Source: an optimization exercise on an open RTL-to-GDS flow (aim: small area, a short achievable clock period and few clock cycles per item). Production flows keep margins and buffers that such runs may drop. Only simulation tests tie the RTL to the original design; equivalence was not proved.

== run a ==
==> flow/design.v <==
module div_steps #(
  parameter WIDTH  = 32,
  parameter AW     = 32,
  parameter K      = 4,
  parameter RIPPLE = 0
)(
  input  logic [WIDTH-1:0] p_i,
  input  logic [AW-1:0]    a_i,
  input  logic [WIDTH-1:0] d_i,
  input  logic             cin,
  output logic [WIDTH-1:0] p_o,
  output logic [AW-1:0]    a_o
);
  logic [WIDTH-1:0] pp [K+1];
  logic [AW-1:0]    aa [K+1];
  assign pp[0] = p_i;
  assign aa[0] = a_i;
  for (genvar i = 0; i < K; i++) begin : g_step
    logic [WIDTH:0]   t;
    logic [WIDTH+1:0] s;
    assign t = {pp[i], aa[i][AW-1]};
    if (RIPPLE[i]) begin : g_rc
      logic [WIDTH:0] c;
      assign c[0] = cin;
      assign s[0] = 1'b0;
      for (genvar j = 0; j < WIDTH; j++) begin : g_bit
        assign s[j+1] = t[j] ^ d_i[j] ^ c[j];
        assign c[j+1] = (t[j] & d_i[j]) | (t[j] & c[j]) | (d_i[j] & c[j]);
      end
      assign s[WIDTH+1] = !(t[WIDTH] ^ c[WIDTH]);
    end else begin : g_bk
      assign s = {t, 1'b1} + {1'b1, d_i, cin};
    end
    assign aa[i+1] = {aa[i][AW-2:0], !s[WIDTH+1]};
    assign pp[i+1] = s[WIDTH+1] ? t[WIDTH-1:0] : s[WIDTH:1];
  end
  assign p_o = pp[K];
  assign a_o = aa[K];
endmodule
module div
#(
  parameter XLEN = 32,
  localparam integer NUM_ROB_ENTRIES = 32,
  localparam integer ARCH_REG_IDX    = 4,
  localparam integer PHYS_REG_IDX    = 5
)(
  input  logic clk,
  input  logic rst,
  input  logic        req_valid,
  output logic        req_ready,
  input  logic [XLEN-1:0] op_a,
  input  logic [XLEN-1:0] op_b,
  input  logic [ARCH_REG_IDX:0] rd_arch,
  input  logic [PHYS_REG_IDX:0] pd_phys,
  input  logic [$clog2(NUM_ROB_ENTRIES)-1:0] rob_idx,
  input  logic        dest_we,
  input  logic [2:0]    sub_op,
  output logic        resp_valid,
  input  logic        resp_ready,
  output logic [XLEN-1:0] resp_value,
  output logic [ARCH_REG_IDX:0] resp_rd,
  output logic [PHYS_REG_IDX:0] resp_pd,
  output logic [$clog2(NUM_ROB_ENTRIES)-1:0] resp_rob_idx,
  output logic        resp_dest_we
);
  localparam integer K  = 8;                   
  localparam integer NM = (XLEN + K - 1) / K;  
  localparam integer AW = K * NM;              
  localparam integer CW = $clog2(NM);
  localparam integer TW = ARCH_REG_IDX + 1 + PHYS_REG_IDX + 1 + $clog2(NUM_ROB_ENTRIES) + 1;
  logic            busy_q, first_q, one_q, endc_q;
  logic [CW-1:0]   cnt_q;               
  logic            isrem_q, sa_q, sb_q;
  logic [XLEN-1:0] p_q;                 
  logic [AW-1:0]   a_q;                 
  logic [XLEN-1:0] d_q;                 
  logic [TW-1:0]   tag_q;
  logic            ov_q;
  logic [XLEN-1:0] oval_q;
  logic [TW-1:0]   otag_q;
  logic            pv_q;
  logic [TW-1:0]   ptag_q;
  wire last_c   = first_q ? one_q : endc_q;
  wire last     = busy_q && last_c;
  wire finish   = last && !pv_q;
  logic rx_q, ry_q;
  assign req_ready = rx_q || (ry_q && one_q);
  wire take     = req_valid && req_ready;
  wire step     = busy_q && !last_c && !pv_q;
  wire out_free = !ov_q || resp_ready;
  wire to_pend  = finish && !out_free;
  wire load_out = out_free && (finish || pv_q);
  function automatic logic [5:0] clz32(input logic [XLEN-1:0] x);
    logic [15:0] z1; logic [15:0]      c1;
    logic [7:0]  z2; logic [7:0][1:0]  c2;
    logic [3:0]  z3; logic [3:0][2:0]  c3;
    logic [1:0]  z4; logic [1:0][3:0]  c4;
    logic        z5; logic [4:0]       c5;
    for (integer g = 0; g < 16; g++) begin
      z1[g] = !x[2*g+1] && !x[2*g];
      c1[g] = !x[2*g+1];
    end
    for (integer g = 0; g < 8; g++) begin
      z2[g] = z1[2*g+1] && z1[2*g];
      c2[g] = z1[2*g+1] ? {1'b1, c1[2*g]} : {1'b0, c1[2*g+1]};
    end
    for (integer g = 0; g < 4; g++) begin
      z3[g] = z2[2*g+1] && z2[2*g];
      c3[g] = z2[2*g+1] ? {1'b1, c2[2*g]} : {1'b0, c2[2*g+1]};
    end
    for (integer g = 0; g < 2; g++) begin
      z4[g] = z3[2*g+1] && z3[2*g];
      c4[g] = z3[2*g+1] ? {1'b1, c3[2*g]} : {1'b0, c3[2*g+1]};
    end
    z5 = z4[1] && z4[0];
    c5 = z4[1] ? {1'b1, c4[0]} : {1'b0, c4[1]};
    clz32 = z5 ? 6'd32 : {1'b0, c5};
  endfunction
  function automatic logic above(input logic [XLEN-1:0] x, input logic [XLEN-1:0] y);
    logic [XLEN-1:0] f, zx, zy;    
    f  = x & ~y;
    zx = ~x;
    zy = ~y;
    for (integer w = 1; w < XLEN; w = w * 2)
      for (integer g = 0; g < XLEN; g = g + 2 * w) begin
        f[g]  = f[g + w] | (zx[g + w] & zy[g + w] & f[g]);
        zx[g] = zx[g + w] & zx[g];
        zy[g] = zy[g + w] & zy[g];
      end
    above = f[0];
  endfunction
  wire sgn   = !sub_op[0];
  wire in_sa = sgn && op_a[XLEN-1];
  wire in_sb = sgn && op_b[XLEN-1];
  wire [XLEN-1:0] in_u = in_sa ? (~op_a >> (K - 1)) : (op_a >> K);
  wire in_one = above(op_b ^ {XLEN{in_sb}}, in_u);
  logic [XLEN-1:0] ma;
  always_comb begin
    logic any_a;
    any_a = 1'b0;
    for (integer i = 0; i < XLEN; i++) begin
      ma[i] = a_q[i] ^ (sa_q && any_a);
      any_a = any_a | a_q[i];
    end
  end
  wire [5:0] cza = clz32(ma);
  wire [5:0] czb = clz32(~d_q);         
  wire [6:0] n_off = {1'b0, czb} + 7'(XLEN + 1) - {1'b0, cza};
  logic [CW-1:0] m1;    
  always_comb begin
    if (one_q)                    m1 = '0;
    else if (czb == 6'd32)        m1 = CW'(NM-1);
    else if (n_off >= 7'(XLEN + K*(NM-1) + 1)) m1 = CW'(NM-1);
    else if (n_off <= 7'(XLEN + 2*K)) m1 = CW'(1);
    else                          m1 = CW'((n_off - 7'(XLEN + 1)) / K);
  end
  logic [XLEN-1:0] p_s;
  logic [AW-1:0]   a_s;
  always_comb begin
    logic [XLEN+AW-1:0] w;
    w = {{AW{1'b0}}, ma} << (AW - K*(m1+1));
    if (first_q) begin
      p_s = w[XLEN+AW-1:AW];
      a_s = w[AW-1:0];
    end else begin
      p_s = p_q;
      a_s = a_q;
    end
  end
  logic [XLEN-1:0] p_n;
  logic [AW-1:0]   a_n;
  div_steps #(.WIDTH(XLEN), .AW(AW), .K(K), .RIPPLE(0)) U_steps (
    .p_i(p_s), .a_i(a_s), .d_i(d_q), .cin(!sb_q), .p_o(p_n), .a_o(a_n)
  );
  wire div0 = !sb_q && (&d_q);
  wire neg  = isrem_q ? sa_q : (sa_q ^ sb_q) && !div0;
  wire [XLEN-1:0] res  = isrem_q ? p_n : a_n[XLEN-1:0];
  wire [XLEN-1:0] fres = neg ? -res : res;
  wire [CW-1:0] cnt_n = first_q ? m1 - 1'b1 : cnt_q - 1'b1;
  always_ff @(posedge clk) begin
    if (rst) begin
      busy_q <= 1'b0;
      ov_q   <= 1'b0;
      pv_q   <= 1'b0;
    end else begin
      if (take)
        busy_q <= 1'b1;
      else if (finish)
        busy_q <= 1'b0;
      if (load_out)
        ov_q <= 1'b1;
      else if (resp_ready)
        ov_q <= 1'b0;
      if (to_pend)
        pv_q <= 1'b1;
      else if (out_free)
        pv_q <= 1'b0;
    end
  end
  wire busy_d  = take || (busy_q && !finish);
  wire first_d = req_ready || (first_q && !step);
  wire endc_d  = step ? (cnt_n == '0) : endc_q;
  wire pv_d    = to_pend || (pv_q && !out_free);
  always_ff @(posedge clk) begin
    if (rst) begin
      rx_q <= 1'b1;
      ry_q <= 1'b0;
    end else begin
      rx_q <= !busy_d || (!first_d && endc_d && !pv_d);
      ry_q <= first_d && !pv_d;
    end
  end
  always_ff @(posedge clk) begin
    if (req_ready) begin
      first_q <= 1'b1;
      one_q   <= in_one;
      isrem_q <= sub_op[1];
      sa_q    <= in_sa;
      sb_q    <= in_sb;
      a_q     <= AW'(op_a);
      d_q     <= op_b ^ {XLEN{!in_sb}};
      tag_q   <= {rd_arch, pd_phys, rob_idx, dest_we};
    end else if (step) begin
      first_q <= 1'b0;
      cnt_q   <= cnt_n;
      endc_q  <= (cnt_n == '0);
      a_q     <= a_n;
    end
    if (to_pend) begin
      p_q     <= fres;
      ptag_q  <= tag_q;
    end else if (step)
      p_q     <= p_n;
    if (load_out) begin
      oval_q  <= pv_q ? p_q : fres;
      otag_q  <= pv_q ? ptag_q : tag_q;
    end
  end
  assign resp_valid = ov_q;
  assign resp_value = oval_q;
  assign {resp_rd, resp_pd, resp_rob_idx, resp_dest_we} = otag_q;
endmodule
clock: 200.0 ns
lec_check: 0
abc_area: 1
cap_margin: 20
core_margin: 2
core_utilization: 40
slew_margin: 20
run.sh (not shown) runs the stock make flow with config.mk's settings and CLKGATE_MAP_FILE= SYNTH_SCRIPT=/design/flow/synth_recipe.tcl, a recipe that flattens the netlist after the stock synthesis.
Testbench counts of run a, summed over its fixed seeds: cycles 4,737, ops 3,200.
Here is what was changed in the inputs of run b compared with run a.
diff --git a/flow/design.v b/flow/design.v
--- a/flow/design.v
+++ b/flow/design.v
@@ -61,11 +61,11 @@
   output logic [ARCH_REG_IDX:0] resp_rd,
   output logic [PHYS_REG_IDX:0] resp_pd,
   output logic [$clog2(NUM_ROB_ENTRIES)-1:0] resp_rob_idx,
   output logic        resp_dest_we
 );
-  localparam integer K  = 8;                   
+  localparam integer K  = 4;                   
   localparam integer NM = (XLEN + K - 1) / K;  
   localparam integer AW = K * NM;              
   localparam integer CW = $clog2(NM);
   localparam integer TW = ARCH_REG_IDX + 1 + PHYS_REG_IDX + 1 + $clog2(NUM_ROB_ENTRIES) + 1;
   logic            busy_q, first_q, one_q, endc_q;
@@ -167,11 +167,11 @@
       a_s = a_q;
     end
   end
   logic [XLEN-1:0] p_n;
   logic [AW-1:0]   a_n;
-  div_steps #(.WIDTH(XLEN), .AW(AW), .K(K), .RIPPLE(0)) U_steps (
+  div_steps #(.WIDTH(XLEN), .AW(AW), .K(K), .RIPPLE(8)) U_steps (
     .p_i(p_s), .a_i(a_s), .d_i(d_q), .cin(!sb_q), .p_o(p_n), .a_o(a_n)
   );
   wire div0 = !sb_q && (&d_q);
   wire neg  = isrem_q ? sa_q : (sa_q ^ sb_q) && !div0;
   wire [XLEN-1:0] res  = isrem_q ? p_n : a_n[XLEN-1:0];
==> comparison <==
First-pass GRT wire length in run b is about 33% below run a.
Comparing run b and run a, worst setup slack after layout is higher on run a.
Portion of the clock cycle consumed by the worst path in the final layout, run b and run a: smaller value in run a
Reported for run b and run a, quantity of hold-fixing buffers added after cts turned out identical to the last digit.
From run a to run b the numbers moved as follows: post-layout net count decreased about 36%; final design instance area without fill went down by 29%.
Testbench counts of run b, summed over its fixed seeds: cycles 6,713, ops 3,200.

* * *

Another version of the RTL of div (not shown whole).
For scale: roughly 4400 cells after synthesis, roughly 140 I/O pins.
// div
module div
#(
  parameter XLEN = 32,
  localparam integer NUM_ROB_ENTRIES = 32,
  localparam integer ARCH_REG_IDX    = 4,
  localparam integer PHYS_REG_IDX    = 5
)(
  input  logic clk,
  input  logic rst,
  input  logic        req_valid,
  output logic        req_ready,
  input  logic [XLEN-1:0] op_a,
  input  logic [XLEN-1:0] op_b,
  input  logic [ARCH_REG_IDX:0] rd_arch,
  input  logic [PHYS_REG_IDX:0] pd_phys,
  input  logic [$clog2(NUM_ROB_ENTRIES)-1:0] rob_idx,
  input  logic        dest_we,
  input  logic [2:0]    sub_op,
  output logic        resp_valid,
  input  logic        resp_ready,
  output logic [XLEN-1:0] resp_value,
  output logic [ARCH_REG_IDX:0] resp_rd,
  output logic [PHYS_REG_IDX:0] resp_pd,
  output logic [$clog2(NUM_ROB_ENTRIES)-1:0] resp_rob_idx,
  output logic        resp_dest_we
);
clock: 200.0 ns
lec_check: 0
abc_area: 1
cap_margin: 20
core_margin: 2
core_utilization: 40
slew_margin: 20
The first run completed with no timing, DRC or antenna violations.
Testbench counts at the start, summed over its fixed seeds: cycles 4,782, ops 3,200.
==> next run, changes <==
--- a/flow/design.v
+++ b/flow/design.v
@@ -42,21 +42,21 @@
   input  logic        dest_we,
   input  logic [2:0]    sub_op,
   output logic        resp_valid,
   input  logic        resp_ready,
   output logic [XLEN-1:0] resp_value,
   output logic [ARCH_REG_IDX:0] resp_rd,
   output logic [PHYS_REG_IDX:0] resp_pd,
   output logic [$clog2(NUM_ROB_ENTRIES)-1:0] resp_rob_idx,
   output logic        resp_dest_we
 );
-  localparam integer K  = 8;                   
+  localparam integer K  = 4;                   
   localparam integer NM = (XLEN + K - 1) / K;  
   localparam integer AW = K * NM;              
   localparam integer CW = $clog2(NM);
   localparam integer TW = ARCH_REG_IDX + 1 + PHYS_REG_IDX + 1 + $clog2(NUM_ROB_ENTRIES) + 1;
   logic            busy_q, first_q, one_q, endc_q;
   logic [CW-1:0]   cnt_q;               
   logic            isrem_q, sa_q, sb_q;
   logic [XLEN-1:0] p_q;                 
   logic [AW-1:0]   a_q;                 
   logic [XLEN-1:0] d_q;                 
Result:
- non-clock buffer count fell by 28
- die area fell by 27%
- worst hold slack barely changes
- clock-buffer cell count fell by 1
- synthesized cell count fell by 34%
- register-to-register slack improves by 3000 ps
- routed wire length fell by 26%
- cell area fell by 25%
Testbench counts after the change, summed over its fixed seeds: cycles 6,775, ops 3,200.

* * *

Another version of the RTL of div (not shown whole).
Size in the first run: roughly 2900 cells after synthesis, about 190 flip-flops, about 140 I/O pins.
==> flow/config.mk <==
export PLATFORM = sky130hd
export DESIGN_NAME = div
export DESIGN_NICKNAME = div
export VERILOG_FILES = /design/flow/design.v
export SDC_FILE = /design/flow/constraint.sdc
export NUM_CORES = 4
export LEC_CHECK = 0
export ABC_AREA = 1
export CAP_MARGIN = 20
export CORE_MARGIN = 2
export CORE_UTILIZATION = 40
export SLEW_MARGIN = 20
==> flow/constraint.sdc <==
create_clock -name core_clock -period 200.0 [get_ports {clk}]
set_input_delay 40.0000 -clock core_clock [delete_from_list [all_inputs] [get_ports {clk}]]
set_output_delay 40.0000 -clock core_clock [all_outputs]
set_load 0.01 [all_outputs]
Testbench counts at the start, summed over its fixed seeds: cycles 6,775, ops 3,200.
Change:
--- a/flow/design.v
+++ b/flow/design.v
@@ -58,17 +58,17 @@
   output logic        resp_valid,
   input  logic        resp_ready,
   output logic [XLEN-1:0] resp_value,
   output logic [ARCH_REG_IDX:0] resp_rd,
   output logic [PHYS_REG_IDX:0] resp_pd,
   output logic [$clog2(NUM_ROB_ENTRIES)-1:0] resp_rob_idx,
   output logic        resp_dest_we
 );
-  localparam integer K  = 4;                   
+  localparam integer K  = 8;                   
   localparam integer NM = (XLEN + K - 1) / K;  
   localparam integer AW = K * NM;              
   localparam integer CW = $clog2(NM);
   localparam integer TW = ARCH_REG_IDX + 1 + PHYS_REG_IDX + 1 + $clog2(NUM_ROB_ENTRIES) + 1;
   logic            busy_q, first_q, one_q, endc_q;
   logic [CW-1:0]   cnt_q;               
   logic            isrem_q, sa_q, sb_q;
   logic [XLEN-1:0] p_q;                 
@@ -78,17 +78,18 @@
   logic            ov_q;
   logic [XLEN-1:0] oval_q;
   logic [TW-1:0]   otag_q;
   logic            pv_q;
   logic [TW-1:0]   ptag_q;
   wire last_c   = first_q ? one_q : endc_q;
   wire last     = busy_q && last_c;
   wire finish   = last && !pv_q;
-  assign req_ready = !busy_q || (last_c && !pv_q);
+  logic rx_q, ry_q;
+  assign req_ready = rx_q || (ry_q && one_q);
   wire take     = req_valid && req_ready;
   wire step     = busy_q && !last_c && !pv_q;
   wire out_free = !ov_q || resp_ready;
   wire to_pend  = finish && !out_free;
   wire load_out = out_free && (finish || pv_q);
   function automatic logic [5:0] clz32(input logic [XLEN-1:0] x);
     logic [15:0] z1; logic [15:0]      c1;
     logic [7:0]  z2; logic [7:0][1:0]  c2;
@@ -137,19 +138,19 @@
   always_comb begin
     logic any_a;
     any_a = 1'b0;
     for (integer i = 0; i < XLEN; i++) begin
       ma[i] = a_q[i] ^ (sa_q && any_a);
       any_a = any_a | a_q[i];
     end
   end
-  wire [5:0] cza = clz32(a_q[XLEN-1:0] ^ {XLEN{sa_q}});
+  wire [5:0] cza = clz32(ma);
   wire [5:0] czb = clz32(~d_q);         
-  wire [6:0] n_off = {1'b0, czb} + 7'(XLEN + 1) + {6'b0, sa_q} - {1'b0, cza};
+  wire [6:0] n_off = {1'b0, czb} + 7'(XLEN + 1) - {1'b0, cza};
   logic [CW-1:0] m1;    
   always_comb begin
     if (one_q)                    m1 = '0;
     else if (czb == 6'd32)        m1 = CW'(NM-1);
     else if (n_off >= 7'(XLEN + K*(NM-1) + 1)) m1 = CW'(NM-1);
     else if (n_off <= 7'(XLEN + 2*K)) m1 = CW'(1);
     else                          m1 = CW'((n_off - 7'(XLEN + 1)) / K);
   end
@@ -163,17 +164,17 @@
       a_s = w[AW-1:0];
     end else begin
       p_s = p_q;
       a_s = a_q;
     end
   end
   logic [XLEN-1:0] p_n;
   logic [AW-1:0]   a_n;
-  div_steps #(.WIDTH(XLEN), .AW(AW), .K(K), .RIPPLE(8)) U_steps (
+  div_steps #(.WIDTH(XLEN), .AW(AW), .K(K), .RIPPLE(0)) U_steps (
     .p_i(p_s), .a_i(a_s), .d_i(d_q), .cin(!sb_q), .p_o(p_n), .a_o(a_n)
   );
   wire div0 = !sb_q && (&d_q);
   wire neg  = isrem_q ? sa_q : (sa_q ^ sb_q) && !div0;
   wire [XLEN-1:0] res  = isrem_q ? p_n : a_n[XLEN-1:0];
   wire [XLEN-1:0] fres = neg ? -res : res;
   wire [CW-1:0] cnt_n = first_q ? m1 - 1'b1 : cnt_q - 1'b1;
   always_ff @(posedge clk) begin
@@ -191,33 +192,46 @@
       else if (resp_ready)
         ov_q <= 1'b0;
       if (to_pend)
         pv_q <= 1'b1;
       else if (out_free)
         pv_q <= 1'b0;
     end
   end
+  wire busy_d  = take || (busy_q && !finish);
+  wire first_d = req_ready || (first_q && !step);
+  wire endc_d  = step ? (cnt_n == '0) : endc_q;
+  wire pv_d    = to_pend || (pv_q && !out_free);
+  always_ff @(posedge clk) begin
+    if (rst) begin
+      rx_q <= 1'b1;
+      ry_q <= 1'b0;
+    end else begin
+      rx_q <= !busy_d || (!first_d && endc_d && !pv_d);
+      ry_q <= first_d && !pv_d;
+    end
+  end
   always_ff @(posedge clk) begin
     if (req_ready) begin
       first_q <= 1'b1;
       one_q   <= in_one;
       isrem_q <= sub_op[1];
       sa_q    <= in_sa;
       sb_q    <= in_sb;
       a_q     <= AW'(op_a);
       d_q     <= op_b ^ {XLEN{!in_sb}};
       tag_q   <= {rd_arch, pd_phys, rob_idx, dest_we};
     end else if (step) begin
       first_q <= 1'b0;
       cnt_q   <= cnt_n;
       endc_q  <= (cnt_n == '0);
       a_q     <= a_n;
     end
-    if (to_pend) begin
+    if (finish) begin
       p_q     <= fres;
       ptag_q  <= tag_q;
     end else if (step)
       p_q     <= p_n;
     if (load_out) begin
       oval_q  <= pv_q ? p_q : fres;
       otag_q  <= pv_q ? ptag_q : tag_q;
     end
What happened: The changed run ran to the end with no violations; non-clock buffer count came out higher by 20; sequential cell count grows by 1; via count goes up by 54%; global-route usage came out higher by 1.1 points; final area is higher by 40%; utilization fell by 0.91 points; die area grows by 42%; wire length goes up by 51%; maximum frequency increases by 0.93%; worst setup slack is better by 400 ps; clock-buffer cell count stays the same; critical path depth rose by 10; cell count rose by 53%.
Testbench counts after the change, summed over its fixed seeds: cycles 4,737, ops 3,200.

-- re-timing with driven ports --
In the flow no input, the clock included, has a driving cell. The finished layouts below were timed again as built, in two steps. Step 1 (the two cells are an assumption about what drives the block):
set clk [get_ports {clk}]
set_driving_cell -lib_cell sky130_fd_sc_hd__clkbuf_16 $clk
set_driving_cell -lib_cell sky130_fd_sc_hd__buf_2 [delete_from_list [all_inputs] $clk]
Step 2 adds t to the input delays and takes it off the output delays; t is the mean of the earliest and latest rising clock arrival at the registers after step 1. Input paths then give back, and output paths get back, about the clock's delay inside the block. Three values: no drivers, after step 1, after step 2; two values: the first two.
run | t (ns) | slack for setup (ns) | clock arrival spread, ns
run a | 0.510 | 157.030 / 157.042 / 156.532 | 0.016 / 0.016
run b | 0.555 | 156.433 / 156.440 / 155.885 | 0.022 / 0.023
the first run of note 2 | 0.573 | 156.560 / 156.511 / 155.971 | 0.020 / 0.019
the second run of note 2 | 0.642 | 156.508 / 156.491 / 155.849 | 0.024 / 0.024
the first run of note 3 | 0.559 | 156.790 / 156.730 / 156.419 | 0.022 / 0.022
the second run of note 3 | 0.522 | 157.186 / 157.211 / 156.689 | 0.021 / 0.021
After both steps every run listed still meets setup and hold. The setup slack of the second run of note 2, which loses most, moves by -0.017 ns with the drivers and by -0.659 ns with both steps.
